Context: an optimization exercise on an open-source flow, tuned for small area and a short achievable clock period. The choices shown serve that exercise and are no tape-out recipe. Function was not checked in any run shown here: the RTL went through the layout flow alone. Power figures rest on the tool's default switching activity, not on a simulated workload.

<file path="config.mk">
export PLATFORM = sky130hd
export DESIGN_NAME = KF6845
export DESIGN_NICKNAME = KF6845
export VERILOG_FILES = /design/flow/design.v
export SDC_FILE = /design/flow/constraint.sdc
export NUM_CORES = 4
export LEC_CHECK = 0
export CAP_MARGIN = 20
export CORE_MARGIN = 2
export CORE_UTILIZATION = 60
export SETUP_SLACK_MARGIN = 2.2
export SLEW_MARGIN = 20
</file>
<file path="constraint.sdc">
create_clock -name core_clock -period 4.0 [get_ports {clock}]
set_input_delay 0.8000 -clock core_clock [delete_from_list [all_inputs] [get_ports {clock}]]
set_output_delay 0.8000 -clock core_clock [all_outputs]
set_load 0.01 [all_outputs]
</file>
<file path="design.v">
module KF6845_Bus_Control_Logic (
    input   logic           clock,
    input   logic           reset,
    input   logic           CS_N,
    input   logic           RS,
    input   logic           ENABLE,
    input   logic           R_OR_W,
    input   logic   [7:0]   D_IN,
    output  logic   [7:0]   internal_data_bus,
    output  logic   [15:0]  write_register,
    output  logic           read_next,
    output  logic   [4:0]   address
);
    logic   [7:0]   latch_data;
    always_ff @(posedge clock) begin
        latch_data  <= D_IN;
    end
    assign  internal_data_bus   = latch_data;
    logic           wr_addr_arm;
    logic           wr_reg_arm;
    wire    sel_wr  = ENABLE & ~CS_N & ~R_OR_W;
    assign  read_next   = ENABLE & ~CS_N &  R_OR_W & RS;
    always_ff @(posedge clock, posedge reset) begin
        if (reset) begin
            wr_addr_arm     <= 1'b0;
            wr_reg_arm      <= 1'b0;
        end
        else begin
            wr_addr_arm     <= sel_wr & ~RS;
            wr_reg_arm      <= sel_wr &  RS;
        end
    end
    always_ff @(posedge clock, posedge reset) begin
        if (reset)
            address             <= 5'h00;
        else if (wr_addr_arm & ~ENABLE)
            address             <= latch_data[4:0];
    end
    wire    write_reg   = wr_reg_arm & ~ENABLE;
    genvar i;
    generate
        for (i = 0; i < 16; i = i + 1) begin : g_we
            assign  write_register[i]   = write_reg & (address == i);
        end
    endgenerate
endmodule
module KF6845_Horizontal_Control (
    input   logic           clock,
    input   logic           video_clock_enable,
    input   logic           reset,
    input   logic   [7:0]   internal_data_bus,
    input   logic           write_horizontal_total_register,
    input   logic           write_horizontal_displayed_register,
    input   logic           write_horizontal_sync_position_register,
    input   logic           write_horizontal_sync_width_register,
    output  logic           Horizontal,
    output  logic           Horizontal_Half,
    output  logic           Horizontal_End,
    output  logic           H_Display,
    output  logic           HSYNC
);
    logic   [7:0]   horizontal_total;
    logic   [7:0]   horizontal_displayed;
    logic   [7:0]   horizontal_sync_position;
    logic   [3:0]   horizontal_sync_width;
    always_ff @(posedge clock, posedge reset) begin
        if (reset) begin
            horizontal_total            <= 8'h00;
            horizontal_displayed        <= 8'h00;
            horizontal_sync_position    <= 8'h00;
            horizontal_sync_width       <= 4'h0;
        end
        else begin
            if (write_horizontal_total_register)
                horizontal_total            <= internal_data_bus;
            if (write_horizontal_displayed_register)
                horizontal_displayed        <= internal_data_bus;
            if (write_horizontal_sync_position_register)
                horizontal_sync_position    <= internal_data_bus;
            if (write_horizontal_sync_width_register)
                horizontal_sync_width       <= internal_data_bus[3:0];
        end
    end
    logic   [7:0]   counter_plus_one;
    wire    [7:0]   next_horizontal_counter = Horizontal ? 8'h00 : counter_plus_one;
    always_ff @(posedge clock, posedge reset) begin
        if (reset)
            counter_plus_one    <= 8'h00;
        else if (video_clock_enable)
            counter_plus_one    <= next_horizontal_counter + 8'h01;
    end
    wire    wire_Horizontal         = (next_horizontal_counter == horizontal_total);
    wire    wire_Horizontal_Half    = (next_horizontal_counter == {1'b0, horizontal_total[7:1]});
    wire    wire_Horizontal_End     = (next_horizontal_counter == horizontal_displayed);
    wire    wire_Sync_Start         = (next_horizontal_counter == horizontal_sync_position);
    logic   [3:0]   horizontal_sync_width_counter;
    logic           reset_horizontal_sync_width;
    wire    [3:0]   next_horizontal_sync_width_counter =
                        reset_horizontal_sync_width ? 4'h0 :
                        HSYNC ? horizontal_sync_width_counter + 4'h1 : horizontal_sync_width_counter;
    wire    wire_reset_horizontal_sync_width = (next_horizontal_sync_width_counter == horizontal_sync_width);
    always_ff @(posedge clock, posedge reset) begin
        if (reset) begin
            horizontal_sync_width_counter   <= 4'h0;
            reset_horizontal_sync_width     <= 1'b0;
            Horizontal                      <= 1'b0;
            Horizontal_Half                 <= 1'b0;
            Horizontal_End                  <= 1'b0;
            H_Display                       <= 1'b0;
            HSYNC                           <= 1'b0;
        end
        else if (video_clock_enable) begin
            horizontal_sync_width_counter   <= next_horizontal_sync_width_counter;
            reset_horizontal_sync_width     <= wire_reset_horizontal_sync_width;
            Horizontal                      <= wire_Horizontal;
            Horizontal_Half                 <= wire_Horizontal_Half;
            Horizontal_End                  <= wire_Horizontal_End;
            H_Display                       <= ~wire_Horizontal_End & (wire_Horizontal | H_Display);
            HSYNC                           <= ~wire_reset_horizontal_sync_width & (wire_Sync_Start | HSYNC);
        end
    end
endmodule
module KF6845_Vertical_Control (
    input   logic           clock,
    input   logic           video_clock_enable,
    input   logic           reset,
    input   logic   [7:0]   internal_data_bus,
    input   logic           write_vertical_total_register,
    input   logic           write_vertical_total_adjust_register,
    input   logic           write_vertical_displayed_register,
    input   logic           write_vertical_sync_position_register,
    input   logic           write_interlace_mode_register,
    input   logic           write_maximum_scan_line_register,
    input   logic           Horizontal,
    input   logic           Horizontal_Half,
    output  logic           V_total_at,
    output  logic           Scanline_End_at,
    output  logic           V_Display,
    output  logic   [4:0]   RA,
    output  logic           VSYNC
);
    function automatic logic inc_eq7(input logic [6:0] a, input logic [6:0] b);
        logic [6:0] carry;
        integer i;
        begin
            carry[0] = 1'b1;
            for (i = 1; i < 7; i = i + 1)
                carry[i] = carry[i-1] & a[i-1];
            inc_eq7 = ((a ^ carry) == b);
        end
    endfunction
    function automatic logic inc_eq5(input logic [4:0] a, input logic [4:0] b);
        logic [4:0] carry;
        integer i;
        begin
            carry[0] = 1'b1;
            for (i = 1; i < 5; i = i + 1)
                carry[i] = carry[i-1] & a[i-1];
            inc_eq5 = ((a ^ carry) == b);
        end
    endfunction
    logic   [6:0]   vertical_total;
    logic   [4:0]   vertical_total_adjust;
    logic   [6:0]   vertical_displayed;
    logic   [6:0]   vertical_sync_position;
    logic   [1:0]   interlace_mode;
    logic   [4:0]   maximum_scan_line;
    always_ff @(posedge clock, posedge reset) begin
        if (reset) begin
            vertical_total              <= 7'h00;
            vertical_total_adjust       <= 5'h00;
            vertical_displayed          <= 7'h00;
            vertical_sync_position      <= 7'h3F;
            interlace_mode              <= 2'b00;
            maximum_scan_line           <= 5'h00;
        end
        else begin
            if (write_vertical_total_register)
                vertical_total          <= internal_data_bus[6:0];
            if (write_vertical_total_adjust_register)
                vertical_total_adjust   <= internal_data_bus[4:0];
            if (write_vertical_displayed_register)
                vertical_displayed      <= internal_data_bus[6:0];
            if (write_vertical_sync_position_register)
                vertical_sync_position  <= internal_data_bus[6:0];
            if (write_interlace_mode_register)
                interlace_mode          <= internal_data_bus[1:0];
            if (write_maximum_scan_line_register)
                maximum_scan_line       <= internal_data_bus[4:0];
        end
    end
    logic   [4:0]   scan_line_counter;
    logic   [6:0]   character_row_counter;
    logic   [1:0]   interlace;
    logic           odd_or_even;
    logic           Vadjust;
    logic   [3:0]   Vsync_counter;
    logic           Vsync_odd;
    logic           Vsync_even;
    wire    scan_line_match = (scan_line_counter == maximum_scan_line);
    wire    row_match       = (character_row_counter == vertical_total);
    wire    adjust_zero     = ~|vertical_total_adjust;
    wire    adjust_match    = (scan_line_counter == vertical_total_adjust);
    wire    adjust_match_m1 = inc_eq5(scan_line_counter, vertical_total_adjust);
    wire    v_total_match   = odd_or_even ? (adjust_zero ? row_match : (Vadjust & adjust_match_m1))
                                          : (Vadjust & adjust_match);
    assign  Scanline_End_at = Horizontal & scan_line_match;
    assign  V_total_at      = Horizontal & v_total_match;
    wire    vdisp_zero  = ~|vertical_displayed;
    wire    vdisp_inc   = inc_eq7(character_row_counter, vertical_displayed);
    wire    vdisp_hold  = (character_row_counter == vertical_displayed);
    wire    vsp_zero    = ~|vertical_sync_position;
    wire    vsp_inc     = inc_eq7(character_row_counter, vertical_sync_position);
    wire    v_display_hold  = ~vdisp_hold & V_Display;
    wire    v_display_event = V_total_at      ? ~vdisp_zero :
                              Scanline_End_at ? (~vdisp_inc & V_Display) : v_display_hold;
    wire    vsync_start     = Scanline_End_at & (V_total_at ? vsp_zero : vsp_inc);
    always_ff @(posedge clock, posedge reset) begin
        if (reset) begin
            scan_line_counter       <= 5'h00;
            character_row_counter   <= 7'h00;
            interlace               <= 2'b00;
            odd_or_even             <= 1'b1;
            Vadjust                 <= 1'b0;
            V_Display               <= 1'b0;
            RA                      <= 5'h00;
            Vsync_counter           <= 4'h0;
            Vsync_odd               <= 1'b0;
            Vsync_even              <= 1'b0;
        end
        else begin
            V_Display               <= video_clock_enable ? v_display_event : v_display_hold;
            if (video_clock_enable) begin
                if (V_total_at)
                    character_row_counter   <= 7'h00;
                else if (Scanline_End_at)
                    character_row_counter   <= character_row_counter + 7'h01;
                if (V_total_at) begin
                    interlace           <= interlace_mode;
                    odd_or_even         <= ~interlace_mode[0] | ~odd_or_even;
                end
                if (V_total_at)
                    Vadjust             <= 1'b0;
                else if (Scanline_End_at & row_match)
                    Vadjust             <= 1'b1;
                if (Horizontal) begin
                    if (v_total_match | scan_line_match) begin
                        scan_line_counter   <= 5'h00;
                        RA                  <= {4'h0, (&interlace) & odd_or_even};
                    end
                    else begin
                        scan_line_counter   <= scan_line_counter + 5'h01;
                        RA                  <= RA + {3'h0, &interlace, ~&interlace};
                    end
                    if (vsync_start) begin
                        Vsync_odd           <= 1'b1;
                        Vsync_counter       <= 4'h0;
                    end
                    else begin
                        if (&Vsync_counter)
                            Vsync_odd       <= 1'b0;
                        Vsync_counter       <= Vsync_counter + 4'h1;
                    end
                end
                if (Horizontal_Half)
                    Vsync_even          <= Vsync_odd;
            end
        end
    end
    assign  VSYNC   = odd_or_even ? Vsync_odd : Vsync_even;
endmodule
module KF6845_Linear_Address_Generator (
    input   logic           clock,
    input   logic           video_clock_enable,
    input   logic           reset,
    input   logic   [7:0]   internal_data_bus,
    input   logic           write_start_address_h_register,
    input   logic           write_start_address_l_register,
    input   logic           Horizontal,
    input   logic           Horizontal_End,
    input   logic           V_total_at,
    input   logic           Scanline_End_at,
    output  logic   [13:0]  MA
);
    logic   [13:0]  start_address;
    always_ff @(posedge clock, posedge reset) begin
        if (reset)
            start_address   <= 14'h0;
        else begin
            if (write_start_address_h_register)
                start_address[13:8] <= internal_data_bus[5:0];
            if (write_start_address_l_register)
                start_address[7:0]  <= internal_data_bus;
        end
    end
    wire    [13:0]  increment_ma = MA + 14'h1;
    logic   [13:0]  retrace_ma;
    logic   [13:0]  next_line_ma;
    wire    [13:0]  line_ma = V_total_at ? start_address :
                              Scanline_End_at ? next_line_ma : retrace_ma;
    always_ff @(posedge clock, posedge reset) begin
        if (reset) begin
            retrace_ma      <= 14'h0;
            next_line_ma    <= 14'h0;
            MA              <= 14'h0;
        end
        else if (video_clock_enable) begin
            if (Horizontal)
                retrace_ma  <= line_ma;
            if (Horizontal_End)
                next_line_ma    <= increment_ma;
            MA              <= Horizontal ? line_ma : increment_ma;
        end
    end
endmodule
module KF6845_Cursor (
    input   logic           clock,
    input   logic           video_clock_enable,
    input   logic           reset,
    input   logic   [7:0]   internal_data_bus_in,
    input   logic           write_cursor_start_register,
    input   logic           write_cursor_end_register,
    input   logic           write_cursor_h_register,
    input   logic           write_cursor_l_register,
    output  logic   [13:0]  cursor_address,
    input   logic           V_total_at,
    input   logic   [4:0]   RA,
    input   logic   [13:0]  MA,
    output  logic           CURSOR
);
    logic   [1:0]   blink_config;
    logic   [4:0]   cursor_start;
    logic   [4:0]   cursor_end;
    always_ff @(posedge clock, posedge reset) begin
        if (reset) begin
            blink_config            <= 2'h1;
            cursor_start            <= 5'h0;
            cursor_end              <= 5'h0;
            cursor_address          <= 14'h0;
        end
        else begin
            if (write_cursor_start_register) begin
                blink_config        <= internal_data_bus_in[6:5];
                cursor_start        <= internal_data_bus_in[4:0];
            end
            if (write_cursor_end_register)
                cursor_end          <= internal_data_bus_in[4:0];
            if (write_cursor_h_register)
                cursor_address[13:8] <= internal_data_bus_in[5:0];
            if (write_cursor_l_register)
                cursor_address[7:0] <= internal_data_bus_in;
        end
    end
    logic   [4:0]   field_rate_counter;
    logic           cursor_on;
    wire    V_total = video_clock_enable & V_total_at;
    always_ff @(posedge clock, posedge reset) begin
        if (reset) begin
            field_rate_counter      <= 5'h0;
            cursor_on               <= 1'b0;
        end
        else begin
            if (V_total)
                field_rate_counter  <= field_rate_counter + 5'h1;
            if (~blink_config[1])
                cursor_on           <= ~blink_config[0];
            else if (V_total & ~|field_rate_counter[3:0] & (~blink_config[0] | ~field_rate_counter[4]))
                cursor_on           <= ~cursor_on;
        end
    end
    wire    cursor_character = (cursor_address == MA);
    wire    cursor_scanline  = (cursor_start <= RA) && (RA <= cursor_end);
    assign  CURSOR  = cursor_character & cursor_scanline & cursor_on;
endmodule
module KF6845_Light_Pen (
    input   logic           clock,
    input   logic           video_clock_enable,
    input   logic           reset,
    output  logic   [13:0]  light_pen,
    output  logic   [13:0]  next_light_pen,
    input   logic   [13:0]  MA,
    input   logic           LPSTB
);
    logic   prev_lpstb;
    always_ff @(posedge clock, posedge reset) begin
        if (reset)
            prev_lpstb      <= 1'b1;
        else if (video_clock_enable)
            prev_lpstb      <= LPSTB;
    end
    assign  next_light_pen  = (video_clock_enable & ~prev_lpstb & LPSTB) ? MA : light_pen;
    always_ff @(posedge clock, posedge reset) begin
        if (reset)
            light_pen       <= 14'h0;
        else
            light_pen       <= next_light_pen;
    end
endmodule
module KF6845 (
    input   logic           clock,
    input   logic           video_clock_enable,
    input   logic           reset,
    input   logic           CS_N,
    input   logic           RS,
    input   logic           ENABLE,
    input   logic           R_OR_W,
    input   logic   [7:0]   D_IN,
    output  logic   [7:0]   D_OUT,
    input   logic           LPSTB,
    output  logic           CURSOR,
    output  logic           HSYNC,
    output  logic           VSYNC,
    output  logic   [4:0]   RA,
    output  logic   [13:0]  MA,
    output  logic           DE
);
    logic   [7:0]   internal_data_bus;
    logic   [15:0]  write_register;
    logic           read_next;
    logic   [4:0]   address;
    logic   [13:0]  next_light_pen;
    logic           Horizontal;
    logic           Horizontal_Half;
    logic           Horizontal_End;
    logic           H_Display;
    logic           V_Display;
    logic           V_total_at;
    logic           Scanline_End_at;
    logic           CURSOR_Buffer;
    logic           HSYNC_Buffer;
    logic           VSYNC_Buffer;
    logic   [4:0]   RA_Buffer;
    logic   [13:0]  MA_Buffer;
    logic   [13:0]  cursor_address;
    logic   [13:0]  light_pen;
    KF6845_Bus_Control_Logic u_Bus_Control_Logic (
        .clock                                      (clock),
        .reset                                      (reset),
        .CS_N                                       (CS_N),
        .RS                                         (RS),
        .ENABLE                                     (ENABLE),
        .R_OR_W                                     (R_OR_W),
        .D_IN                                       (D_IN),
        .internal_data_bus                          (internal_data_bus),
        .write_register                             (write_register),
        .read_next                                  (read_next),
        .address                                    (address)
    );
    KF6845_Horizontal_Control u_Horizontal_Control (
        .clock                                      (clock),
        .video_clock_enable                         (video_clock_enable),
        .reset                                      (reset),
        .internal_data_bus                          (internal_data_bus),
        .write_horizontal_total_register            (write_register[0]),
        .write_horizontal_displayed_register        (write_register[1]),
        .write_horizontal_sync_position_register    (write_register[2]),
        .write_horizontal_sync_width_register       (write_register[3]),
        .Horizontal                                 (Horizontal),
        .Horizontal_Half                            (Horizontal_Half),
        .Horizontal_End                             (Horizontal_End),
        .H_Display                                  (H_Display),
        .HSYNC                                      (HSYNC_Buffer)
    );
    KF6845_Vertical_Control u_Vertical_Control (
        .clock                                      (clock),
        .video_clock_enable                         (video_clock_enable),
        .reset                                      (reset),
        .internal_data_bus                          (internal_data_bus),
        .write_vertical_total_register              (write_register[4]),
        .write_vertical_total_adjust_register       (write_register[5]),
        .write_vertical_displayed_register          (write_register[6]),
        .write_vertical_sync_position_register      (write_register[7]),
        .write_interlace_mode_register              (write_register[8]),
        .write_maximum_scan_line_register           (write_register[9]),
        .Horizontal                                 (Horizontal),
        .Horizontal_Half                            (Horizontal_Half),
        .V_total_at                                 (V_total_at),
        .V_Display                                  (V_Display),
        .Scanline_End_at                            (Scanline_End_at),
        .RA                                         (RA_Buffer),
        .VSYNC                                      (VSYNC_Buffer)
    );
    KF6845_Linear_Address_Generator u_Linear_Address_Generator (
        .clock                                      (clock),
        .video_clock_enable                         (video_clock_enable),
        .reset                                      (reset),
        .internal_data_bus                          (internal_data_bus),
        .write_start_address_h_register             (write_register[12]),
        .write_start_address_l_register             (write_register[13]),
        .Horizontal                                 (Horizontal),
        .Horizontal_End                             (Horizontal_End),
        .V_total_at                                 (V_total_at),
        .Scanline_End_at                            (Scanline_End_at),
        .MA                                         (MA_Buffer)
    );
    KF6845_Cursor u_Cursor (
        .clock                                      (clock),
        .video_clock_enable                         (video_clock_enable),
        .reset                                      (reset),
        .internal_data_bus_in                       (internal_data_bus),
        .write_cursor_start_register                (write_register[10]),
        .write_cursor_end_register                  (write_register[11]),
        .write_cursor_h_register                    (write_register[14]),
        .write_cursor_l_register                    (write_register[15]),
        .cursor_address                             (cursor_address),
        .V_total_at                                 (V_total_at),
        .RA                                         (RA_Buffer),
        .MA                                         (MA_Buffer),
        .CURSOR                                     (CURSOR_Buffer)
    );
    KF6845_Light_Pen u_Light_Pen (
        .clock                                      (clock),
        .video_clock_enable                         (video_clock_enable),
        .reset                                      (reset),
        .light_pen                                  (light_pen),
        .next_light_pen                             (next_light_pen),
        .MA                                         (MA),
        .LPSTB                                      (LPSTB)
    );
    logic   [7:0]   read_data;
    always_comb begin
        case (address)
            5'h0E:   read_data  = {2'b00, cursor_address[13:8]};
            5'h0F:   read_data  = cursor_address[7:0];
            5'h10:   read_data  = {2'b00, next_light_pen[13:8]};
            5'h11:   read_data  = next_light_pen[7:0];
            default: read_data  = 8'hFF;
        endcase
    end
    always_ff @(posedge clock, posedge reset) begin
        if (reset)
            D_OUT   <= 8'hFF;
        else
            D_OUT   <= read_next ? read_data : 8'hFF;
    end
    always_ff @(posedge clock, posedge reset) begin
        if (reset) begin
            CURSOR  <= 1'b0;
            HSYNC   <= 1'b0;
            VSYNC   <= 1'b0;
            RA      <= 5'h0;
            MA      <= 14'h0;
            DE      <= 1'b0;
        end
        else begin
            CURSOR  <= CURSOR_Buffer;
            HSYNC   <= HSYNC_Buffer;
            VSYNC   <= VSYNC_Buffer;
            RA      <= RA_Buffer;
            MA      <= MA_Buffer;
            DE      <= H_Display & V_Display;
        end
    end
endmodule
</file>
<file path="run.sh">
#!/bin/bash
# synth_recipe.tcl (not shown) runs the flow's synth.tcl, then flattens the netlist and writes it again
# the make line also repeats each setting of config.mk as NAME=value (left out here)
make -C /OpenROAD-flow-scripts/flow DESIGN_CONFIG=/design/flow/config.mk WORK_HOME=/design/flow/orfs CLKGATE_MAP_FILE= SYNTH_SCRIPT=/design/flow/synth_recipe.tcl finish
</file>
==> flow_summary_export.csv, run 1 <==
group,metric,value,unit
status,outcome,"complete, no violations",
route,drtIter0Drc,637,
clock_network,cts_buffers,28,
place,placement.io_buffers,46,
power_and_ir_drop,total_power,9.06,mW
synthesis,synth_area_leaders,"dfrtp_1, mux2_2, xnor2_1, dfstp_2, nand2_1",
route,wirelength,33900,um
power_and_ir_drop,leakagePower,7.23,nW
sta,finalHoldViolCount,0,
clock_network,cts_tree,"yes",
synthesis,synth.most_common_cell,"dfrtp_1",
sta,relSlewSlack,26.1,%
worst_setup_path,arrival,3090,ps
synthesis,syn_area,0.0123,mm^2
synthesis,synth-seq-cells,256,
floorplanning,num_rows,52,
synthesis,synth_top_cells_by_count,"dfrtp_1, mux2_2, nand2_1",
place,dp.cells,1394,
clock_network,htree_levels,1,
sta,holdWs,476,ps
final_layout,post-route-util,80.4,%
sta,fin_crit,2680,ps
synthesis,synthesis.nets,1163,
flow_run,max_cap_viol_count,0,
route,drcViolationCount,0,
worst_setup_path,critical_path_required,4400,ps
synthesis,netlist_instances,1120,
place,dpl_cell_area,0.0137,mm^2
route,detail_route.wl_per_cell,21.9,um
route,vias,9526,
worst_setup_path,worstPathMaxFanout,5,
synthesis,synth_ff_type,"dfrtp_1",
global_routing,grt_max_degree,66,
sta,worst_pin_slew,1110,ps
global_routing,antenna_found_initial,0,
final_layout,final_cells,1547,
synthesis,synthArstFlopShare,96.9,%
route,viasPerCell,6.16,
floorplanning,io_pins,47,
clock_network,cts-root-buf,"clkbuf_16",
final_layout,nNetsFinal,1298,
global_routing,grt_overflow_total,0,
global_routing,grt_pass1_vias,9578,
final_layout,multi_input_comb_area,0.00673,mm^2
synthesis,synth_cell_types,68,
clock_network,path_clk_slew,60,ps
clock_network,clk_latency,550,ps
final_layout,drive_gt1_share,40.6,%
synthesis,netlist.area_leader.share,46.9,%
synthesis,synth_enable_flop_cells,0,
synthesis,syn_area_per_cell,11.0,um^2
place,place_hpwl,19900,um
synthesis,yosysSeqAreaShare,51.8,%
route,antenna_left,0,
sta,period_share,67.1,%
floorplanning,fp.dieW,147,um
sta,timing.fmax,0.373,GHz
place,place_congestion,0.819,
sta,clock_skew,8.53,ps
final_layout,final-seq-area,0.00642,mm^2
worst_setup_path,cp-end-kind,"flop",
worst_hold_path,hp-class,"reg -> reg",
final_layout,n_fill_cell,1181,
global_routing,grt_pass1_wl,53700,um
clock_network,clk_path_buf_depth,3,
sta,grt_setup_unrepaired,"yes",
final_layout,final_area,0.0162,mm^2
power_and_ir_drop,power_density,559,mW/mm^2
floorplanning,design.core.area,0.0202,mm^2
floorplanning,initial_core_util,61.1,%
floorplanning,die_area,0.0217,mm^2
worst_setup_path,start_kind,"flop",
sta,finalMaxSlewViolations,0,
final_layout,area_delta_synth_final,31.6,%
synthesis,yosysTopAreaCell,"dfrtp_1",
route,drt_pass1_iterations,5,
worst_setup_path,critical_path_class,"reg -> reg",
clock_network,cts_sinks,256,
global_routing,track_usage,31.6,%
floorplanning,dieHeight,147,um
power_and_ir_drop,peakVddDrop,389,uV
sta,setup_viol,0,
final_layout,antenna_cells,0,
synthesis,ys_warn_count,7,
[final cells by class]
cell class	instances	share of cell area [%]
multi-input combinational	766	41.5
sequential	256	39.6
timing repair buffer	168	9.83
clock buffer	41	5.18
tap	270	2.08
clock inverter	11	0.957
inverter	35	0.879
[flip-flops by register name, summed over array words and instances (netlist names), 8 cells and up]
register and cells:
u_Linear_Address_Generator.start_address 14, u_Horizontal_Control.horizontal_total 8, u_Cursor.cursor_address 14, u_Horizontal_Control.counter_plus_one 8
u_Bus_Control_Logic.latch_data 8, u_Linear_Address_Generator.retrace_ma 14, D_OUT 8, u_Horizontal_Control.horizontal_sync_position 8
MA 14, u_Light_Pen.light_pen 14, u_Linear_Address_Generator.next_line_ma 14, u_Horizontal_Control.horizontal_displayed 8
u_Linear_Address_Generator.MA 14
[repair_timing]
item	CTS	global route
pin swaps	35	39
endpoints found under the setup margin	245	171
resized for setup	236	80
cloned	5	0
hold buffers	0	0
buffers inserted	63	33
[final timing paths]
check | slack [ps] | end | cells past startpoint | start
worst max-delay path | 1320 | u_Linear_Address_Generator.MA[13]$_DFFE_PP0P_ | 9 | u_Vertical_Control.vertical_total_adjust[0]$_DFFE_PP0P_
worst min-delay path | 480 | u_Linear_Address_Generator.retrace_ma[13]$_DFFE_PP0P_ | 2 | u_Linear_Address_Generator.retrace_ma[13]$_DFFE_PP0P_
worst max register to register | 1320 | u_Linear_Address_Generator.MA[13]$_DFFE_PP0P_ | 9 | u_Vertical_Control.vertical_total_adjust[0]$_DFFE_PP0P_
worst min register to register | 480 | u_Linear_Address_Generator.retrace_ma[13]$_DFFE_PP0P_ | 2 | u_Linear_Address_Generator.retrace_ma[13]$_DFFE_PP0P_
max in group asynchronous | 2360 | u_Cursor.blink_config[0]$_DFFE_PP1P_ | 3 | reset
min in group asynchronous | 780 | u_Horizontal_Control.HSYNC$_DFFE_PP0P_ | 2 | reset
[layer usage]
layer	up-vias	GRT usage [%]	part of all wire, %
met5	-	0	0
met4	0	12.0	3.8
met3	84	4.41	6.0
met2	327	51.3	48
met1	4844	43.8	42
li1	4271	-	-
[placed cells by master (no fill, tap or decap), drive strengths merged, types with 5 or more instances in the layout]
master	count
a21o	6
a21oi	38
a221oi	10
a31oi	12
and2	6
and3	7
buf	152
clkbuf	43
clkdlybuf4s50	13
clkinv	8
dfrtp	231
dfstp	17
dfxtp	8
ha	26
inv	32
mux2	127
mux2i	9
nand2	96
nand2b	19
nand3	55
nand4	16
nor2	65
nor2b	13
nor3	24
nor4	14
nor4b	6
o2111ai	5
o211ai	10
o21ai	35
o221ai	9
o22ai	5
o32ai	6
or4	6
xnor2	62
xor2	32
[metrics by stage]
stage	TNS, ps	setup WS, ps
after floorplan	-10590	-45.8
after global placement	0	938
after detailed placement	0	906
after CTS	0	1360
after global routing	0	1260
final	0	1320
[power by group]
group | internal, mW | switching (mW) | leakage (nW)
registers | 3.06 | 0.575 | 3.19
clock network | 1.71 | 1.05 | 0.498
logic | 1.35 | 1.32 | 3.54
total | 6.11 | 2.95 | 7.23
[critical path, cell delays in order, from the launching register on]
cell	delay [ps]
dfrtp_1	400
or4_4	580
o2111ai_4	230
nor3_4	80
nor3_4	440
clkbuf_16	260
buf_8	140
nand3_4	70
o211ai_1	170
o311ai_1	160
[kinds of logic after synthesis]
group                    after synthesis  synth area share [%]
adder cells (fa/ha/maj)               27                  2.80
XOR/XNOR                              94                  6.68
flip-flops                           256                  51.8
multiplexers                         136                  12.3
AO/OA/AOI/OAI                        168                  9.21
buffers and inverters                 98                  3.16
AND/OR/NAND/NOR                      341                  14.0
==> run 2: changes to the inputs <==
--- a/design.v
+++ b/design.v
@@ -160,4 +160,17 @@
         end
     endfunction
+    function automatic logic inc_eq4(input logic [3:0] a, input logic [3:0] b);
+        logic [3:0] carry;
+        integer i;
+        begin
+            carry[0] = 1'b1;
+            for (i = 1; i < 4; i = i + 1)
+                carry[i] = carry[i-1] & a[i-1];
+            inc_eq4 = ((a ^ carry) == b);
+        end
+    endfunction
+    function automatic logic inc2_eq5(input logic [4:0] a, input logic [4:0] b);
+        inc2_eq5 = (a[0] == b[0]) & inc_eq4(a[4:1], b[4:1]);
+    endfunction
     logic   [6:0]   vertical_total;
     logic   [4:0]   vertical_total_adjust;
@@ -198,11 +211,59 @@
     logic           Vsync_odd;
     logic           Vsync_even;
-    wire    scan_line_match = (scan_line_counter == maximum_scan_line);
-    wire    row_match       = (character_row_counter == vertical_total);
+    logic           scan_line_match;
+    logic           adjust_match;
+    logic           adjust_match_m1;
+    logic           row_match;
     wire    adjust_zero     = ~|vertical_total_adjust;
-    wire    adjust_match    = (scan_line_counter == vertical_total_adjust);
-    wire    adjust_match_m1 = inc_eq5(scan_line_counter, vertical_total_adjust);
     wire    v_total_match   = odd_or_even ? (adjust_zero ? row_match : (Vadjust & adjust_match_m1))
                                           : (Vadjust & adjust_match);
+    wire    [4:0]   bus5    = internal_data_bus[4:0];
+    wire    [6:0]   bus7    = internal_data_bus[6:0];
+    wire    sl_eq_bus       = (scan_line_counter == bus5);
+    wire    sl1_eq_bus      = inc_eq5(scan_line_counter, bus5);
+    wire    sl2_eq_bus      = inc2_eq5(scan_line_counter, bus5);
+    wire    sl1_eq_msl      = inc_eq5(scan_line_counter, maximum_scan_line);
+    wire    sl2_eq_adj      = inc2_eq5(scan_line_counter, vertical_total_adjust);
+    wire    bus5_zero       = (bus5 == 5'd0);
+    wire    bus5_one        = (bus5 == 5'd1);
+    wire    msl_zero        = ~|maximum_scan_line;
+    wire    adj_one         = (vertical_total_adjust == 5'd1);
+    wire    row_eq_bus      = (character_row_counter == bus7);
+    wire    row1_eq_bus     = inc_eq7(character_row_counter, bus7);
+    wire    row1_eq_vt      = inc_eq7(character_row_counter, vertical_total);
+    wire    bus7_zero       = (bus7 == 7'd0);
+    wire    vt_zero         = ~|vertical_total;
+    wire    we_msl          = write_maximum_scan_line_register;
+    wire    we_adj          = write_vertical_total_adjust_register;
+    wire    we_vt           = write_vertical_total_register;
+    always_ff @(posedge clock, posedge reset) begin
+        if (reset) begin
+            scan_line_match     <= 1'b1;
+            adjust_match        <= 1'b1;
+            adjust_match_m1     <= 1'b0;
+            row_match           <= 1'b1;
+        end
+        else if (video_clock_enable & Horizontal & (v_total_match | scan_line_match)) begin
+            scan_line_match     <= we_msl ? bus5_zero : msl_zero;
+            adjust_match        <= we_adj ? bus5_zero : adjust_zero;
+            adjust_match_m1     <= we_adj ? bus5_one  : adj_one;
+            if (v_total_match)
+                row_match       <= we_vt ? bus7_zero : vt_zero;
+            else
+                row_match       <= we_vt ? row1_eq_bus : row1_eq_vt;
+        end
+        else if (video_clock_enable & Horizontal) begin
+            scan_line_match     <= we_msl ? sl1_eq_bus : sl1_eq_msl;
+            adjust_match        <= we_adj ? sl1_eq_bus : adjust_match_m1;
+            adjust_match_m1     <= we_adj ? sl2_eq_bus : sl2_eq_adj;
+            row_match           <= we_vt  ? row_eq_bus : row_match;
+        end
+        else begin
+            scan_line_match     <= we_msl ? sl_eq_bus  : scan_line_match;
+            adjust_match        <= we_adj ? sl_eq_bus  : adjust_match;
+            adjust_match_m1     <= we_adj ? sl1_eq_bus : adjust_match_m1;
+            row_match           <= we_vt  ? row_eq_bus : row_match;
+        end
+    end
     assign  Scanline_End_at = Horizontal & scan_line_match;
     assign  V_total_at      = Horizontal & v_total_match;
==> flow_summary_export.csv, run 2 <==
group,metric,value,unit
route,drtIter0Drc,1195,
synthesis,synth_enable_flop_cells,0,
synthesis,ys_warn_count,7,
worst_hold_path,whs_endpoint,"RA[4]$_DFF_PP0_",
sta,worst_pin_slew,848,ps
worst_setup_path,reg2reg_slack,1500,ps
worst_setup_path,worstPathMaxFanout,3,
floorplanning,die_area,0.0235,mm^2
final_layout,drive_gt1_share,36.4,%
global_routing,track_usage,32.1,%
clock_network,clk_path_buf_depth,3,
sta,period_share,62.4,%
synthesis,synthXorXnorAreaFrac,7.47,%
worst_setup_path,r2r_cells,9,
worst_hold_path,hold_depth,0,
place,place_congestion,0.861,
synthesis,synth_top_cells_by_count,"dfrtp_1, mux2_2, nand2_1",
synthesis,netlist.area_leader.share,43.4,%
global_routing,grt_overflow_total,0,
place,place_hpwl,22300,um
worst_setup_path,r2r-start,"u_Vertical_Control.character_row_counter[1]$_DFFE_PP0P_",
worst_setup_path,critical_path_required,4500,ps
global_routing,grt_use_met1,44.1,%
synthesis,synthArstFlopShare,96.9,%
final_layout,final_cells,1707,
worst_hold_path,hp-class,"reg -> reg",
sta,timing.fmax,0.400,GHz
sta,fin_crit,2500,ps
place,place_ws,906,ps
route,drt_pass1_iterations,5,
global_routing,met2_usage,49.4,%
clock_network,cts_sinks,260,
sta,finalHoldViolCount,0,
route,viasPerCell,6.54,
clock_network,cts_buffers,28,
worst_setup_path,arrival,2990,ps
place,dp.cells,1532,
worst_setup_path,cpMaxStageDelayCell,"or4_4",
power_and_ir_drop,power_density,440,mW/mm^2
worst_hold_path,min-delay-start,"u_Vertical_Control.RA[4]$_DFFE_PP0P_",
synthesis,synth_fa_ha_area_share,2.77,%
worst_setup_path,critical_path_class,"reg -> reg",
worst_setup_path,crit_top_cell,"ha_4",
final_layout,post-route-util,79.4,%
global_routing,antenna_found_initial,1,
synthesis,yosysTopAreaCell,"dfrtp_1",
final_layout,antenna_cells,0,
global_routing,grt_max_degree,80,
power_and_ir_drop,leakagePower,7.68,nW
synthesis,syn_area,0.0134,mm^2
sta,setup_viol,0,
route,antenna_left,0,
sta,clock_skew,14.1,ps
floorplanning,io_pins,47,
route,wirelength,40900,um
synthesis,yosysSeqAreaShare,48.6,%
floorplanning,num_rows,54,
global_routing,use_met3,6.80,%
route,detail_route.wl_per_cell,24.0,um
synthesis,synth_cell_types,78,
clock_network,htree_levels,1,
synthesis,netlist_instances,1263,
final_layout,layout_common_cells,"dfrtp_1, nand2_1, buf_4",
sta,fin_ws,1500,ps
sta,finalMaxSlewViolations,0,
synthesis,synth_compound_gate_area_share,11.5,%
worst_setup_path,path_cells,"ha_4 -> ha_4 -> ha_4 -> ha_4 -> ha_4 -> xor2_1 -> or4_4 -> a2111oi_4 -> a21o_1",
synthesis,yosys.area_share.simple,14.1,%
worst_setup_path,critPathMaxStageDelay,500,ps
synthesis,synthesis.nets,1308,
worst_setup_path,cp-end-kind,"flop",
global_routing,grt.busiest_layer,"met2",
sta,grt_setup_unrepaired,"yes",
sta,fin_setup_tns,0,ps
global_routing,grt_pass1_wl,59900,um
synthesis,synthMuxAreaShare,12.0,%
synthesis,synth_top_family_by_area,"simple AND/OR/NAND/NOR gates",
final_layout,layout_commonest_cell,"dfrtp_1",
clock_network,cts_tree,"yes",
synthesis,synth_ff_type,"dfrtp_1",
power_and_ir_drop,peakVddDrop,495,uV
status,outcome,"complete, no violations",
clock_network,ctsHoldBuffers,0,
place,placement.io_buffers,46,
worst_setup_path,path_buf_inv,0,
final_layout,area_delta_synth_final,29.6,%
floorplanning,fp.dieW,153,um
sta,relSlewSlack,43.4,%
floorplanning,design.core.area,0.0218,mm^2
clock_network,clk_latency,560,ps
floorplanning,initial_core_util,61.3,%
worst_setup_path,critical_path.top_delay_family,"adder cells",
floorplanning,dieHeight,153,um
clock_network,path_clk_slew,70,ps
synthesis,synth.most_common_cell,"dfrtp_1",
route,vias,11166,
final_layout,nNetsFinal,1451,
synthesis,synth_area_leaders,"dfrtp_1, mux2_2, xnor2_1, dfstp_2, nand2_1",
route,drcViolationCount,0,
flow_run,max_cap_viol_count,0,
worst_setup_path,start_kind,"flop",
worst_setup_path,timing.rr.end,"u_Vertical_Control.row_match$_DFFE_PP1P_",
synthesis,synth-seq-cells,260,
clock_network,cts-root-buf,"clkbuf_16",
global_routing,grt_pass1_vias,10647,
synthesis,syn_area_per_cell,10.6,um^2
## run 2: changes by cell type in the layout (fill, tap and decap cells not counted), moves of 8 or more
cell,change
nand3_2,-14
o21ai_0,+23
mux2i_1,+22
clkbuf_1,+8
and3_1,+11
mux2_4,-9
a21oi_1,+16
buf_6,+29
xnor2_1,+15
nor4bb_1,+8
nand4_1,+9
nor2_1,+12
## run 2: repair_timing
action,CTS,global route
resized for setup,265,127
buffers inserted,78,37
pin swaps,40,45
setup endpoints to repair,237,186
cloned,7,2
## run 2: metal layers
layer	share of wire (%)	vias up
met5	0.027	-
met1	40	5493
met3	8.5	196
met2	46	650
met4	5.7	2
li1	-	4825
## run 2: final cells by class
class                   count  area [um^2]
flip-flops and latches    260         6530
well taps                 280          350
repair buffers            193         1890
inverters                  37          151
clock buffers              45          816
clock inverters             6         83.8
fillers                  1295         4500
multi-input cells         886         7490
## run 2: cells by family (layout without fill, tap and decap cells)
| kind of cell | Yosys count | count (layout) |
|---|---|---|
| simple gates | 356 | 358 |
| fa+ha+maj | 29 | 29 |
| buf+inv | 120 | 281 |
| xor+xnor | 114 | 114 |
| compound gates | 238 | 239 |
| mux | 146 | 146 |
| flops | 260 | 260 |
## run 2: through the flow
| step | hold slack, ps | area (um^2) | total power [mW] |
|---|---|---|---|
| after floorplan | 352 | 13900 | 4.34 |
| final | 416 | 17300 | 7.62 |
| after CTS | 420 | 16600 | 7.44 |
| after detailed placement | 406 | 14500 | 4.76 |
| after global placement | 406 | 14500 | 4.73 |
| after global routing | 446 | 17300 | 7.92 |
## run 2: worst max-delay path by stage
| stage | from | to | cells after the start |
|---|---|---|---|
| after floorplan | reset | CURSOR$_DFF_PP0_ | 1 |
| after global placement | ENABLE | u_Horizontal_Control.horizontal_total[0]$_DFFE_PP0P_ | 6 |
| after detailed placement | ENABLE | u_Horizontal_Control.horizontal_total[0]$_DFFE_PP0P_ | 6 |
| after CTS | u_Vertical_Control.character_row_counter[1]$_DFFE_PP0P_ | u_Vertical_Control.row_match$_DFFE_PP1P_ | 9 |
| after global routing | u_Vertical_Control.character_row_counter[1]$_DFFE_PP0P_ | u_Vertical_Control.row_match$_DFFE_PP1P_ | 9 |
| final | u_Vertical_Control.character_row_counter[1]$_DFFE_PP0P_ | u_Vertical_Control.row_match$_DFFE_PP1P_ | 9 |
## run 2: where the power goes
part | leakage [nW] | internal [mW] | switching, mW
clock network | 0.438 | 1.52 | 1.08
registers | 3.26 | 2.94 | 0.484
logic | 3.98 | 0.804 | 0.793
==> run 3: changes to the inputs <==
--- a/config.mk
+++ b/config.mk
@@ -8,5 +8,5 @@
 export CAP_MARGIN = 20
 export CORE_MARGIN = 2
-export CORE_UTILIZATION = 60
-export SETUP_SLACK_MARGIN = 2.2
+export CORE_UTILIZATION = 65
+export SETUP_SLACK_MARGIN = 2.5
 export SLEW_MARGIN = 20
==> flow_summary_export.csv, run 3 <==
group,metric,value,unit
synthesis,synth_area_leaders,"dfrtp_1, mux2_2, xnor2_1, dfstp_2, nand2_1",
route,drtIter0Drc,2361,
power_and_ir_drop,leakagePower,8.26,nW
place,dpl_cell_area,0.0147,mm^2
worst_hold_path,hold_depth,0,
final_layout,nNetsFinal,1529,
final_layout,area_delta_synth_final,41.5,%
final_layout,layout_commonest_cell,"dfrtp_1",
final_layout,final_cells,1776,
synthesis,netlist_instances,1263,
sta,setup_viol,0,
sta,holdWs,456,ps
sta,fin_ws,1420,ps
power_and_ir_drop,peakVddDrop,483,uV
status,outcome,"complete, no violations",
power_and_ir_drop,combPwrFrac,29.0,%
route,viasPerCell,7.76,
clock_network,cts-root-buf,"clkbuf_16",
flow_run,max_cap_viol_count,0,
sta,relSlewSlack,28.9,%
global_routing,antenna_found_initial,2,
final_layout,final_area,0.0189,mm^2
worst_setup_path,critical_path_required,4490,ps
route,drcViolationCount,0,
worst_hold_path,min-delay-start,"u_Vertical_Control.RA[4]$_DFFE_PP0P_",
route,antenna_left,0,
sta,finalHoldViolCount,0,
clock_network,cts_tree,"yes",
place,dp.cells,1513,
floorplanning,io_pins,47,
clock_network,ctsHoldBuffers,0,
global_routing,grt_max_degree,83,
power_and_ir_drop,power_density,452,mW/mm^2
synthesis,yosysSeqAreaShare,48.6,%
sta,period_share,64.5,%
route,detail_route.wl_per_cell,34.0,um
worst_setup_path,r2r_cells,9,
power_and_ir_drop,internal_power,5.57,mW
synthesis,syn_area,0.0134,mm^2
final_layout,n_fill_cell,574,
synthesis,netlist.area_leader.share,43.4,%
worst_setup_path,cp-end-kind,"flop",
clock_network,path_clk_slew,70,ps
worst_setup_path,timing.rr.end,"u_Vertical_Control.row_match$_DFFE_PP1P_",
floorplanning,num_rows,52,
route,wirelength,60500,um
worst_hold_path,hp-class,"reg -> reg",
sta,fin_crit,2580,ps
global_routing,grt_use_met1,53.9,%
floorplanning,initial_core_util,66.1,%
synthesis,synth_enable_flop_cells,0,
worst_setup_path,r2r-start,"u_Vertical_Control.character_row_counter[1]$_DFFE_PP0P_",
synthesis,synth_top_cells_by_count,"dfrtp_1, mux2_2, nand2_1",
synthesis,synth.most_common_cell,"dfrtp_1",
clock_network,htree_levels,1,
sta,timing.fmax,0.388,GHz
final_layout,post-route-util,93.5,%
global_routing,use_met3,9.04,%
route,drt_pass1_iterations,10,
global_routing,grt_pass1_wl,70100,um
final_layout,drive_gt1_share,47.7,%
worst_setup_path,worstSetupStartpoint,"u_Vertical_Control.character_row_counter[1]$_DFFE_PP0P_",
power_and_ir_drop,total_power,8.55,mW
floorplanning,dieHeight,147,um
global_routing,grt.busiest_layer,"met2",
global_routing,grt_pass1_vias,12359,
place,place_congestion,0.876,
worst_setup_path,reg2reg_slack,1420,ps
place,place_ws,916,ps
clock_network,cts_buffers,27,
power_and_ir_drop,switching_share,34.8,%
power_and_ir_drop,p_clk_share,30.5,%
worst_setup_path,arrival,3060,ps
synthesis,synth-seq-cells,260,
synthesis,synth_ff_type,"dfrtp_1",
worst_hold_path,whs_endpoint,"RA[4]$_DFF_PP0_",
worst_setup_path,critical_path_class,"reg -> reg",
floorplanning,design.core.area,0.0202,mm^2
worst_setup_path,start_kind,"flop",
synthesis,yosysTopAreaCell,"dfrtp_1",
place,placement.io_buffers,46,
clock_network,clk_path_buf_depth,3,
sta,worst_pin_slew,1070,ps
floorplanning,die_area,0.0217,mm^2
synthesis,syn_area_per_cell,10.6,um^2
sta,clock_skew,42.6,ps
power_and_ir_drop,seqPwrFrac,40.5,%
sta,finalMaxSlewViolations,0,
sta,fin_setup_tns,0,ps
synthesis,ys_warn_count,7,
route,vias,13778,
final_layout,layout_common_cells,"dfrtp_1, buf_4, buf_6",
clock_network,clk_latency,580,ps
floorplanning,fp.dieW,147,um
worst_setup_path,worstPathMaxFanout,3,
synthesis,synthArstFlopShare,96.9,%
synthesis,synthesis.nets,1308,
global_routing,grt_overflow_total,0,
place,place_hpwl,22000,um
synthesis,synth_cell_types,78,
power_and_ir_drop,p_switching,2.97,mW
sta,grt_setup_unrepaired,"yes",
global_routing,met2_usage,66.8,%
clock_network,cts_sinks,260,
global_routing,track_usage,42.0,%
[run 3: cell count changes in the layout (fill, tap and decap cells not counted), sizes merged, moves of 2 or more]
cell,previous run,this run
clkbuf,46,40
clkinvlp,3,6
buf,179,256
clkinv,5,7
[run 3: power groups by stage]
stage | Combinational (mW) | Sequential (mW) | Clock, mW
6_report | 2.48 | 3.46 | 2.61
3_5_place_dp | 1.35 | 3.47 | 0
4_1_cts | 1.91 | 3.34 | 2.53
5_1_grt | 2.53 | 3.46 | 2.70
3_3_place_gp | 1.32 | 3.45 | 0
2_1_floorplan | 1.23 | 3.18 | 0
[run 3: cell type report]
type	instances	area [um^2]	area share, %
multi-input cells	888	8310	44.0
flip-flops and latches	260	6550	34.6
repair buffers	269	2650	14.0
clock buffers	40	805	4.25
well taps	270	338	1.79
inverters	37	165	0.873
clock inverters	10	83.8	0.443
repair inverters	1	5.00	0.0265
diodes	1	2.50	0.0132
[run 3: worst max-delay path: stages, from the launching register on]
cell and delay, ps:
dfrtp_2 450, ha_4 180, ha_4 170, ha_4 160, ha_4 150, ha_4 230
xor2_1 150, or4_4 510, a2111oi_4 340, a21o_1 170
[run 3: how the worst max path moves through the flow]
stage,end,slack [ps]
after detailed placement,u_Horizontal_Control.horizontal_total[0]$_DFFE_PP0P_,920
after floorplan,CURSOR$_DFF_PP0_,-100
after CTS,u_Vertical_Control.row_match$_DFFE_PP1P_,1520
after global placement,u_Horizontal_Control.horizontal_total[0]$_DFFE_PP0P_,950
final,u_Vertical_Control.row_match$_DFFE_PP1P_,1420
after global routing,u_Vertical_Control.row_match$_DFFE_PP1P_,1400
[run 3: logic make-up (layout without fill, tap and decap cells)]
family | after synthesis | count (layout) | synth area share (%)
multiplexers | 146 | 146 | 12.0
AO/OA/AOI/OAI | 238 | 240 | 11.6
buffers and inverters | 120 | 357 | 3.51
AND/OR/NAND/NOR | 356 | 359 | 14.1
adder cells (fa/ha/maj) | 29 | 29 | 2.77
flip-flops | 260 | 260 | 48.6
XOR/XNOR | 114 | 114 | 7.47
other | 0 | 1 | 0
[run 3: repair_timing]
item                                    CTS  global route
gates cloned                             10             1
endpoints found under the setup margin  478           229
pin swaps                                87            65
resized for setup                       383           135
buffers inserted                        158            43
[run 3: layer usage]
layer / share of wire, % / vias to the layer above
met5: 0.060 / -
met1: 31 / 6408
met3: 15 / 726
met2: 42 / 1647
met4: 12 / 6
li1: - / 4991
==> run 4: changes to the inputs <==
--- a/design.v
+++ b/design.v
@@ -141,31 +141,34 @@
 );
     function automatic logic inc_eq7(input logic [6:0] a, input logic [6:0] b);
-        logic [6:0] carry;
+        logic [6:0] diff;
+        logic [6:0] ones_below;
         integer i;
         begin
-            carry[0] = 1'b1;
-            for (i = 1; i < 7; i = i + 1)
-                carry[i] = carry[i-1] & a[i-1];
-            inc_eq7 = ((a ^ carry) == b);
+            diff = a ^ b;
+            for (i = 0; i < 7; i = i + 1)
+                ones_below[i] = ~|(~a & ((7'd1 << i) - 7'd1));
+            inc_eq7 = (diff == ones_below);
         end
     endfunction
     function automatic logic inc_eq5(input logic [4:0] a, input logic [4:0] b);
-        logic [4:0] carry;
+        logic [4:0] diff;
+        logic [4:0] ones_below;
         integer i;
         begin
-            carry[0] = 1'b1;
-            for (i = 1; i < 5; i = i + 1)
-                carry[i] = carry[i-1] & a[i-1];
-            inc_eq5 = ((a ^ carry) == b);
+            diff = a ^ b;
+            for (i = 0; i < 5; i = i + 1)
+                ones_below[i] = ~|(~a & ((5'd1 << i) - 5'd1));
+            inc_eq5 = (diff == ones_below);
         end
     endfunction
     function automatic logic inc_eq4(input logic [3:0] a, input logic [3:0] b);
-        logic [3:0] carry;
+        logic [3:0] diff;
+        logic [3:0] ones_below;
         integer i;
         begin
-            carry[0] = 1'b1;
-            for (i = 1; i < 4; i = i + 1)
-                carry[i] = carry[i-1] & a[i-1];
-            inc_eq4 = ((a ^ carry) == b);
+            diff = a ^ b;
+            for (i = 0; i < 4; i = i + 1)
+                ones_below[i] = ~|(~a & ((4'd1 << i) - 4'd1));
+            inc_eq4 = (diff == ones_below);
         end
     endfunction
--- a/config.mk
+++ b/config.mk
@@ -8,5 +8,5 @@
 export CAP_MARGIN = 20
 export CORE_MARGIN = 2
-export CORE_UTILIZATION = 65
-export SETUP_SLACK_MARGIN = 2.5
+export CORE_UTILIZATION = 60
+export SETUP_SLACK_MARGIN = 1.8
 export SLEW_MARGIN = 20
==> flow_summary_export.csv, run 4 <==
group,metric,value,unit
route,drtIter0Drc,659,
place,place_congestion,0.845,
sta,grt_setup_unrepaired,"yes",
synthesis,ys_warn_count,7,
worst_setup_path,worstPathMaxFanout,6,
synthesis,synth_enable_flop_cells,0,
sta,finalHoldViolCount,0,
clock_network,htree_levels,1,
clock_network,clk_path_buf_depth,3,
clock_network,cts_buffers,28,
route,viasPerCell,6.06,
clock_network,cts_sinks,260,
final_layout,layout_commonest_cell,"dfrtp_1",
synthesis,synth-seq-cells,260,
final_layout,post-route-util,70.8,%
worst_hold_path,hp-class,"reg -> reg",
synthesis,synthArstFlopShare,96.9,%
worst_setup_path,path_cells,"or4b_4 -> or3_4 -> mux2_2 -> xor2_1 -> nand4_1 -> o31ai_2",
floorplanning,initial_core_util,60.7,%
final_layout,area_delta_synth_final,16.7,%
final_layout,layout_common_cells,"dfrtp_1, nand2_1, mux2_2",
route,vias,9853,
power_and_ir_drop,switching_share,30.9,%
route,detail_route.wl_per_cell,19.5,um
worst_setup_path,worstSetupStartpoint,"u_Bus_Control_Logic.address[1]$_DFFE_PP0P_",
final_layout,n_fill_cell,1660,
power_and_ir_drop,combPwrFrac,21.3,%
route,drcViolationCount,0,
global_routing,use_met3,4.02,%
global_routing,antenna_found_initial,0,
worst_setup_path,r2r-start,"u_Bus_Control_Logic.address[1]$_DFFE_PP0P_",
sta,setup_viol,0,
worst_setup_path,cpMaxStageDelayCell,"or4b_4",
place,dpl_cell_area,0.0139,mm^2
worst_setup_path,critical_path_required,4450,ps
floorplanning,dieHeight,152,um
synthesis,netlist.area_leader.share,44.3,%
clock_network,ctsHoldBuffers,0,
route,drt_pass1_iterations,6,
clock_network,clk_latency,540,ps
worst_setup_path,critPathMaxStageDelay,590,ps
global_routing,grt_overflow_total,0,
global_routing,met2_usage,43.1,%
global_routing,track_usage,27.2,%
floorplanning,die_area,0.0231,mm^2
synthesis,syn_area,0.0131,mm^2
sta,relSlewSlack,43.0,%
power_and_ir_drop,p_clk_share,34.6,%
final_layout,antenna_cells,0,
power_and_ir_drop,p_switching,2.60,mW
power_and_ir_drop,leakagePower,6.84,nW
final_layout,nNetsFinal,1363,
floorplanning,fp.dieW,152,um
power_and_ir_drop,total_power,8.41,mW
sta,worst_pin_slew,854,ps
clock_network,cts-root-buf,"clkbuf_16",
synthesis,syn_area_per_cell,10.3,um^2
worst_setup_path,path_buf_inv,0,
worst_setup_path,critical_path_class,"reg -> reg",
status,outcome,"complete, no violations",
power_and_ir_drop,seqPwrFrac,44.1,%
route,antenna_left,0,
synthesis,synth_top_cells_by_count,"dfrtp_1, nand2_1, mux2_2",
worst_setup_path,cp-end-kind,"flop",
sta,timing.fmax,0.417,GHz
sta,clock_skew,11.3,ps
global_routing,grt_pass1_vias,9533,
global_routing,grt_max_degree,82,
synthesis,synth_cell_types,67,
floorplanning,design.core.area,0.0216,mm^2
sta,finalMaxSlewViolations,0,
place,placement.io_buffers,46,
power_and_ir_drop,power_density,550,mW/mm^2
floorplanning,num_rows,54,
clock_network,cts_tree,"yes",
final_layout,drive_gt1_share,22.2,%
flow_run,max_cap_viol_count,0,
global_routing,grt_use_met1,39.6,%
synthesis,synth_area_leaders,"dfrtp_1, mux2_2, xnor2_1, nand2_1, dfstp_2",
synthesis,synth.most_common_cell,"dfrtp_1",
synthesis,yosysSeqAreaShare,49.5,%
synthesis,synthesis.nets,1319,
synthesis,netlist_instances,1279,
clock_network,path_clk_slew,60,ps
power_and_ir_drop,internal_power,5.81,mW
global_routing,grt.busiest_layer,"met2",
route,wirelength,31600,um
worst_setup_path,arrival,2850,ps
sta,fin_crit,2400,ps
place,place_hpwl,20600,um
worst_hold_path,min-delay-start,"u_Vertical_Control.interlace_mode[1]$_DFFE_PP0P_",
power_and_ir_drop,peakVddDrop,537,uV
synthesis,synth_ff_type,"dfrtp_1",
sta,holdWs,460,ps
worst_setup_path,critical_path.top_delay_family,"simple AND/OR/NAND/NOR gates",
global_routing,grt_pass1_wl,51000,um
floorplanning,io_pins,47,
synthesis,yosysTopAreaCell,"dfrtp_1",
final_layout,final_area,0.0153,mm^2
worst_setup_path,start_kind,"flop",
sta,period_share,60.0,%
[run 4: cell types whose count changed after synthesis, moves of 9 or more]
cell      previous run  this run
a21oi_1             58        45
buf_2                9         0
clkbuf_1            62        72
mux2_2             111       123
mux2i_1             34        10
nand2_1             97       144
nand3_1             35        61
o21ai_0             62        99
xnor2_1             76        67
[run 4: timing repair]
action | 4_1_cts | 5_1_grt
gates cloned | 0 | 1
resized for setup | 56 | 38
buffers inserted | 8 | 8
pin swaps | 9 | 11
setup endpoints to repair | 94 | 53
[run 4: path summary, 6_finish.rpt]
| path | depth (start not counted) | slack (ps) | end |
|---|---|---|---|
| max | 6 | 1600 | u_Vertical_Control.row_match$_DFFE_PP1P_ |
| min | 2 | 460 | u_Vertical_Control.interlace[1]$_DFFE_PP0P_ |
| max reg2reg | 6 | 1600 | u_Vertical_Control.row_match$_DFFE_PP1P_ |
| min reg2reg | 2 | 460 | u_Vertical_Control.interlace[1]$_DFFE_PP0P_ |
| max in group asynchronous | 3 | 2560 | u_Bus_Control_Logic.address[0]$_DFFE_PP0P_ |
| min in group asynchronous | 2 | 580 | HSYNC$_DFF_PP0_ |
[run 4: final cells by class]
cell class                      instances  area, um^2  share of cell area, %
Sequential cell                       260        6500                   42.5
Multi-Input combinational cell        909        6440                   42.1
Clock buffer                           37         826                   5.40
Timing Repair Buffer                   91         811                   5.30
Tap cell                              280         350                   2.29
Clock inverter                         15         239                   1.56
Inverter                               33         131                  0.858
[run 4: worst min-delay path: stages, from the launching register on]
cell and delay (ps):
dfrtp_1 340, nand2_1 50, nand2_1 50
[run 4: logic make-up after synthesis]
group                      Yosys count  share of synthesized area, %
and+or+nand+nor                    405                          15.2
DFF                                260                          49.5
AOI/OAI and AO/OA                  243                          11.4
muxes                              134                          11.4
buffers and inverters              111                          3.23
xor gates and xnor gates           102                          6.97
adders and majority gates           24                          2.35
[run 4: metrics by stage]
stage | worst slack, ps | cells | setup TNS (ps)
floorplan | -99.3 | 1279 | -23050
global placement | 505 | 1556 | 0
detailed placement | 462 | 1556 | 0
CTS | 1620 | 1616 | 0
global route | 1510 | 1625 | 0
finish | 1600 | 1625 | 0
[run 4: layer usage]
metal | wire length [um] | part of all wire (%)
met5 | 0 | 0
met4 | 615 | 1.9
met3 | 2030 | 6.4
met2 | 14800 | 47
met1 | 14200 | 45
[run 4: power by group through the flow]
stage / registers (mW) / clock network, mW / logic (mW)
finish: 3.71 / 2.91 / 1.79
global route: 3.78 / 3.06 / 2.00
CTS: 3.68 / 2.95 / 1.75
detailed placement: 3.75 / 0 / 1.71
global placement: 3.74 / 0 / 1.67
floorplan: 3.42 / 0 / 1.44
==> run 5: changes to the inputs <==
--- a/config.mk
+++ b/config.mk
@@ -9,4 +9,4 @@
 export CORE_MARGIN = 2
 export CORE_UTILIZATION = 60
-export SETUP_SLACK_MARGIN = 1.8
+export SETUP_SLACK_MARGIN = 2.2
 export SLEW_MARGIN = 20
==> flow_summary_export.csv, run 5 <==
group,metric,value,unit
status,outcome,"complete, no violations",
flow_run,max_cap_viol_count,0,
global_routing,grt_pass1_wl,59200,um
clock_network,path_clk_slew,60,ps
route,drt-met1-wl,16500,um
global_routing,grt_max_degree,111,
synthesis,synth_cell_types,67,
synthesis,synthArstFlopShare,96.9,%
global_routing,track_usage,32.1,%
global_routing,grt_overflow_total,0,
floorplanning,io_pins,47,
worst_setup_path,reg2reg_slack,1690,ps
final_layout,layout_common_cells,"dfrtp_1, nand2_1, buf_4",
sta,fin_crit,2320,ps
synthesis,synth_ff_type,"dfrtp_1",
place,placement.io_buffers,46,
route,viasPerCell,6.36,
power_and_ir_drop,leakagePower,7.82,nW
worst_hold_path,hp-class,"reg -> reg",
route,detail_route.wl_per_cell,22.9,um
final_layout,layout_commonest_cell,"dfrtp_1",
synthesis,syn_area,0.0131,mm^2
route,dr_wl_met2,18800,um
floorplanning,dieHeight,152,um
sta,fin_ws,1680,ps
worst_setup_path,timing.rr.end,"u_Vertical_Control.row_match$_DFFE_PP1P_",
power_and_ir_drop,power_density,504,mW/mm^2
global_routing,grt_pass1_vias,10626,
synthesis,yosysSeqAreaShare,49.5,%
floorplanning,design.core.area,0.0216,mm^2
final_layout,nNetsFinal,1485,
sta,finalHoldViolCount,0,
place,place_ws,555,ps
floorplanning,die_area,0.0231,mm^2
sta,timing.fmax,0.431,GHz
route,vias,11107,
worst_setup_path,worstSetupStartpoint,"ENABLE",
place,dp.cells,1549,
clock_network,htree_levels,1,
route,highest_layer,"met4",
route,routed-wl-met3,2840,um
place,place_congestion,0.878,
route,drtIter0Drc,1016,
clock_network,cts_buffers,28,
worst_setup_path,critical_path_required,4460,ps
synthesis,synth_top_cells_by_count,"dfrtp_1, nand2_1, mux2_2",
synthesis,netlist.area_leader.share,44.3,%
worst_setup_path,arrival,2780,ps
route,antenna_left,0,
synthesis,ys_warn_count,7,
final_layout,post-route-util,81.0,%
final_layout,drive_gt1_share,40.8,%
synthesis,netlist_instances,1279,
sta,setup_viol,0,
final_layout,final_cells,1747,
power_and_ir_drop,peakVddDrop,447,uV
floorplanning,initial_core_util,60.7,%
worst_setup_path,worstPathMaxFanout,8,
synthesis,syn_area_per_cell,10.3,um^2
route,wirelength,40000,um
sta,finalMaxSlewViolations,0,
clock_network,cts-root-buf,"clkbuf_16",
synthesis,synth-seq-cells,260,
sta,period_share,58.1,%
floorplanning,fp.dieW,152,um
sta,worst_pin_slew,872,ps
sta,clock_skew,15.5,ps
clock_network,clk_path_buf_depth,3,
worst_setup_path,start_kind,"primary input",
worst_setup_path,r2r-start,"u_Bus_Control_Logic.address[1]$_DFFE_PP0P_",
clock_network,cts_tree,"yes",
sta,grt_setup_unrepaired,"yes",
sta,relSlewSlack,41.8,%
worst_setup_path,crit_path_end,"u_Vertical_Control.row_match$_DFFE_PP1P_",
final_layout,antenna_cells,0,
final_layout,area_delta_synth_final,33.6,%
worst_setup_path,cp-end-kind,"flop",
clock_network,clk_latency,550,ps
synthesis,synth_enable_flop_cells,0,
worst_setup_path,critical_path_class,"in -> reg",
route,drt_pass1_iterations,8,
synthesis,synth.most_common_cell,"dfrtp_1",
clock_network,cts_sinks,260,
synthesis,synth_area_leaders,"dfrtp_1, mux2_2, xnor2_1, nand2_1, dfstp_2",
synthesis,synthesis.nets,1319,
worst_setup_path,r2r_cells,6,
place,place_hpwl,21600,um
route,drcViolationCount,0,
floorplanning,num_rows,54,
global_routing,antenna_found_initial,0,
synthesis,yosysTopAreaCell,"dfrtp_1",
[run 5: worst min path at each step]
| stage | start | endpoint | cells past startpoint | slack (ps) |
|---|---|---|---|---|
| detailed placement | u_Linear_Address_Generator.retrace_ma[1]$_DFFE_PP0P_ | u_Linear_Address_Generator.retrace_ma[1]$_DFFE_PP0P_ | 2 | 460 |
| floorplan | u_Horizontal_Control.HSYNC$_DFFE_PP0P_ | HSYNC$_DFF_PP0_ | 0 | 350 |
| finish | u_Vertical_Control.RA[1]$_DFFE_PP0P_ | RA[1]$_DFF_PP0_ | 0 | 430 |
| CTS | u_Vertical_Control.RA[1]$_DFFE_PP0P_ | RA[1]$_DFF_PP0_ | 0 | 430 |
| global route | u_Vertical_Control.RA[1]$_DFFE_PP0P_ | RA[1]$_DFF_PP0_ | 0 | 450 |
| global placement | u_Linear_Address_Generator.retrace_ma[1]$_DFFE_PP0P_ | u_Linear_Address_Generator.retrace_ma[1]$_DFFE_PP0P_ | 2 | 450 |
[run 5: what timing repair did]
action	4_1_cts	5_1_grt
endpoints found under the setup margin	245	207
setup buffers	95	42
gates resized for setup	352	114
pin swaps	60	51
hold buffers	0	0
cloned	7	2
[run 5: metal layers]
layer / up-vias / GRT usage (%)
met5: - / 0
met4: 0 / 11.3
met3: 157 / 5.53
met2: 569 / 51.3
met1: 5483 / 44.9
li1: 4898 / -
[run 5: worst max-delay path, cell delays in order]
cell,delay (ps)
clkdlybuf4s15_2,210
or4b_4,530
or3_4,420
mux2_2,320
xor2_1,140
nand3_1,120
o31ai_2,240
[run 5: final cells by class]
| cell class | count | area, um^2 |
|---|---|---|
| clock inverter | 11 | 86.3 |
| fill | 1284 | 4100 |
| timing repair buffer | 208 | 2060 |
| tap | 280 | 350 |
| multi-input combinational | 914 | 7520 |
| clock buffer | 41 | 821 |
| inverter | 33 | 138 |
| sequential | 260 | 6540 |
[run 5: through the flow]
step	instance area (um^2)	setup TNS (ps)	hold slack [ps]	total power, mW
finish	17500	0	429	8.82
global route	17500	0	447	9.21
CTS	16700	0	426	8.50
detailed placement	14200	0	458	5.59
global placement	14200	0	453	5.53
floorplan	13600	-23050	352	4.96
[run 5: power by group]
part           leakage [nW]  switching [mW]  total (mW)  internal (mW)
Combinational          4.11            1.31        2.55           1.24
Clock                 0.451            1.08        2.56           1.48
Sequential             3.26           0.598        3.71           3.11
[run 5: cell families (layout without fill, tap and decap cells)]
| group | Yosys count | count (layout) | synth area share [%] |
|---|---|---|---|
| AND/OR/NAND/NOR | 405 | 408 | 15.2 |
| XOR/XNOR | 102 | 102 | 6.97 |
| flip-flops | 260 | 260 | 49.5 |
| multiplexers | 134 | 134 | 11.4 |
| AO/OA/AOI/OAI | 243 | 246 | 11.4 |
| buffers and inverters | 111 | 293 | 3.23 |
| adder cells (fa/ha/maj) | 24 | 24 | 2.35 |

[separate check: timing with driven ports]
How much do the figures lean on ideal ports? The routed layouts below were timed once more, with nothing changed but the port constraints. Step 1 assumes that a clkbuf_16 drives the clock port and a buf_2 every other input. Step 2 also shifts input and output timing later by t, the mid clock arrival at the registers, as if the neighbouring blocks saw the same clock. Three values: ideal, step 1, step 2; two values: the first two.
run | t, ns | setup slack, ns | worst data-port slew with drivers (ns)
run 1 | 0.589 | 1.316 / 1.316 / 1.316 | 0.04
run 2 | 0.603 | 1.503 / 1.503 / 1.340 | 0.03
run 3 | 0.609 | 1.420 / 1.420 / 1.043 | 0.07
run 4 | 0.581 | 1.602 / 1.602 / 1.060 | 0.05
run 5 | 0.590 | 1.677 / 1.687 / 1.112 | 0.03
After both steps setup and hold are still met in every run listed. For run 5, which loses most, drivers alone change the setup slack by +0.010 ns; drivers and shift together by -0.565 ns.
